Background: an optimization exercise with open tools, aiming at small area and a short achievable clock period. Do not read the settings as production practice. Function was checked by simulation only, so behaviour that the tests miss may differ from the original.

==> v3: inputs <==
Design MatMul4x4_FP16, start of the top module:
module MatMul4x4_FP16 (
    input clk,
    input rst,
    input [255:0] A,
    input [255:0] B,
    output [511:0] C
);
Settings: LEC_CHECK=0, CAP_MARGIN=20, CORE_MARGIN=2, CORE_UTILIZATION=50, SETUP_SLACK_MARGIN=2.8, SLEW_MARGIN=20, SYNTH_HIERARCHICAL=1, SYNTH_MINIMUM_KEEP_SIZE=0; clock period 8.0 ns.
standard.sh (not shown) runs the stock make flow with config.mk's settings and CLKGATE_MAP_FILE= SYNTH_SCRIPT=/design/flow/synth_recipe.tcl, a recipe that flattens the netlist after the stock synthesis.
==> flow/flow/run.sh <==
#!/bin/bash
# Own layout flow: the standard ORFS flow (standard.sh), with the port
# buffers that buffer_ports inserts made plain sky130 buffers (buf_1, which
# repair_design/repair_timing may then upsize) instead of the default
# clkdlybuf4s50_1 delay cells. Everything else is the standard flow.
set -euo pipefail
cd "$(dirname "$0")/.."
export BUFFER_PORTS_ARGS="-buffer_cell sky130_fd_sc_hd__buf_1"
if [[ -f flow/extra.env ]]; then
  set -a; source flow/extra.env; set +a
fi
bash standard.sh finish > flow_standard.log 2>&1
==> v7 (differences from v3) <==
==> flow/flow/run.sh (replaced) <==
#!/bin/bash
# Own layout flow: the standard ORFS flow (standard.sh), with
#  - the port buffers that buffer_ports inserts made plain sky130 buffers
#    (buf_1, which repair_design/repair_timing may then upsize) instead of the
#    default clkdlybuf4s50_1 delay cells;
#  - the input port buffers made buf_4 before repair_design
#    (flow/upsize_inputs.tcl, run as ORFS's PRE_RESIZE_TCL hook);
#  - any extra ORFS make variables listed in flow/extra.vars (one NAME=VALUE
#    per line) passed on the make command line.
# Everything else is the standard flow. make's output goes to flow_standard.log.
set -euo pipefail
cd "$(dirname "$0")/.."
export BUFFER_PORTS_ARGS="-buffer_cell sky130_fd_sc_hd__buf_1"
export PRE_RESIZE_TCL="$PWD/flow/upsize_inputs.tcl"
extra=""
if [[ -f flow/extra.vars ]]; then
  while read -r line; do
    [[ -z "$line" || "$line" == \#* ]] && continue
    extra+=" $line"
  done < flow/extra.vars
fi
sed "s|CLKGATE_MAP_FILE= |CLKGATE_MAP_FILE= ${extra} |" standard.sh > standard_extra.sh
cmp -s standard.sh standard_extra.sh && [[ -n "$extra" ]] && { echo "extra make variables not applied" >&2; exit 1; }
bash standard_extra.sh finish > flow_standard.log 2>&1
==> flow/flow/extra.vars (new file) <==
'DONT_USE_CELLS=sky130_fd_sc_hd__probe_p_8 sky130_fd_sc_hd__probec_p_8 sky130_fd_sc_hd__lpflow_bleeder_1 sky130_fd_sc_hd__lpflow_clkbufkapwr_1 sky130_fd_sc_hd__lpflow_clkbufkapwr_16 sky130_fd_sc_hd__lpflow_clkbufkapwr_2 sky130_fd_sc_hd__lpflow_clkbufkapwr_4 sky130_fd_sc_hd__lpflow_clkbufkapwr_8 sky130_fd_sc_hd__lpflow_clkinvkapwr_1 sky130_fd_sc_hd__lpflow_clkinvkapwr_16 sky130_fd_sc_hd__lpflow_clkinvkapwr_2 sky130_fd_sc_hd__lpflow_clkinvkapwr_4 sky130_fd_sc_hd__lpflow_clkinvkapwr_8 sky130_fd_sc_hd__lpflow_decapkapwr_12 sky130_fd_sc_hd__lpflow_decapkapwr_3 sky130_fd_sc_hd__lpflow_decapkapwr_4 sky130_fd_sc_hd__lpflow_decapkapwr_6 sky130_fd_sc_hd__lpflow_decapkapwr_8 sky130_fd_sc_hd__lpflow_inputiso0n_1 sky130_fd_sc_hd__lpflow_inputiso0p_1 sky130_fd_sc_hd__lpflow_inputiso1n_1 sky130_fd_sc_hd__lpflow_inputiso1p_1 sky130_fd_sc_hd__lpflow_inputisolatch_1 sky130_fd_sc_hd__lpflow_isobufsrc_1 sky130_fd_sc_hd__lpflow_isobufsrc_16 sky130_fd_sc_hd__lpflow_isobufsrc_2 sky130_fd_sc_hd__lpflow_isobufsrc_4 sky130_fd_sc_hd__lpflow_isobufsrc_8 sky130_fd_sc_hd__lpflow_isobufsrckapwr_16 sky130_fd_sc_hd__lpflow_lsbuf_lh_hl_isowell_tap_1 sky130_fd_sc_hd__lpflow_lsbuf_lh_hl_isowell_tap_2 sky130_fd_sc_hd__lpflow_lsbuf_lh_hl_isowell_tap_4 sky130_fd_sc_hd__lpflow_lsbuf_lh_isowell_4 sky130_fd_sc_hd__lpflow_lsbuf_lh_isowell_tap_1 sky130_fd_sc_hd__lpflow_lsbuf_lh_isowell_tap_2 sky130_fd_sc_hd__lpflow_lsbuf_lh_isowell_tap_4 sky130_fd_sc_hd__clkdlybuf4s15_1 sky130_fd_sc_hd__clkdlybuf4s15_2 sky130_fd_sc_hd__clkdlybuf4s18_1 sky130_fd_sc_hd__clkdlybuf4s18_2 sky130_fd_sc_hd__clkdlybuf4s25_1 sky130_fd_sc_hd__clkdlybuf4s25_2 sky130_fd_sc_hd__clkdlybuf4s50_1 sky130_fd_sc_hd__clkdlybuf4s50_2 sky130_fd_sc_hd__dlygate4sd1_1 sky130_fd_sc_hd__dlygate4sd2_1 sky130_fd_sc_hd__dlygate4sd3_1 sky130_fd_sc_hd__dlymetal6s2s_1 sky130_fd_sc_hd__dlymetal6s4s_1 sky130_fd_sc_hd__dlymetal6s6s_1 '
==> flow/flow/upsize_inputs.tcl (new file) <==
# Before repair_design: make each weak input port buffer (buf_1/_2, clkbuf_1/_2
# or a delay buffer) a buf_4, since these buffers drive wide fanouts.
set n 0
foreach inst [[ord::get_db_block] getInsts] {
  set name [$inst getName]
  set m [[$inst getMaster] getName]
  if {[string match "input*" $name] && [regexp {^sky130_fd_sc_hd__(buf_[12]|clkbuf_[12]|clkdlybuf\w+)$} $m]} {
    replace_cell $name sky130_fd_sc_hd__buf_4
    incr n
  }
}
puts "upsize_inputs: $n input buffers made buf_4"
==> flow_summary.yaml <==
outcome:
  outcome: "no timing/DRC/antenna violations"
critical_path:
  cp_slowest_cell: "o22ai_2"
  slowest_delay_ns: 0.84
worst_hold_path:
  min_to: "Kr[12][31]$_DFF_PP0_"
route:
  wl_met2_um: 202000
global_routing:
  grt_pass1_vias: 108966
placement:
  placed_area_um2: 146000
layout:
  multi_input_area_share_pct: 74.0
  layout_common_cells: "2,336 x fa_1, 2,064 x xnor2_1, 1,632 x a22oi_1"
That was v7.
==> flow_summary.yaml <==
worst_hold_path:
  min_to: "Kr[2][31]$_DFF_PP0_"
placement:
  placed_area_um2: 147000
route:
  top_layer: "met5"
  wl_met2_um: 203000
outcome:
  outcome: "no timing/DRC/antenna violations"
global_routing:
  grt_pass1_vias: 110663
layout:
  layout_common_cells: "2,336 x fa_1, 2,064 x xnor2_1, 1,632 x a22oi_1"
  nonClkBufAreaFrac_pct: 4.01
  multi_input_area_share_pct: 73.4
critical_path:
  slowest_delay_ns: 0.77
  cp_slowest_cell: "clkdlybuf4s15_1"
timing:
  setup_viol: 0
clocking:
  postCtsSetupBuffers: 4
  worstSkewPairLatency_ns: 0.85
That was v3.

static timing again, ports no longer ideal:
Ports are ideal in the flow. The routed layouts listed here were re-timed in OpenROAD. Step 1: set_driving_cell puts a clkbuf_16 on clk and a buf_2 on each other input, an assumption about the parent block. Step 2 times the ports against the registers' clock, not the clock port: input delays grow and output delays shrink by t, the midpoint of the rising clock arrivals with the driver on. Three values: ideal ports, drivers, drivers and shift; two values: the first two.
| run | t, ns | slack for setup (ns) | worst hold slack (ns) | worst slew at a driven data input, ns |
|---|---|---|---|---|
| v3 | 0.948 | 2.820 / 2.736 / 1.932 | 0.472 / 0.472 / 0.472 | 0.19 |
| v7 | 0.953 | 2.851 / 2.753 / 1.984 | 0.471 / 0.471 / 0.471 | 0.17 |
After both steps setup and hold are still met in every run listed. For v3, which loses most, drivers alone change the setup slack by -0.084 ns; drivers and shift together by -0.888 ns.
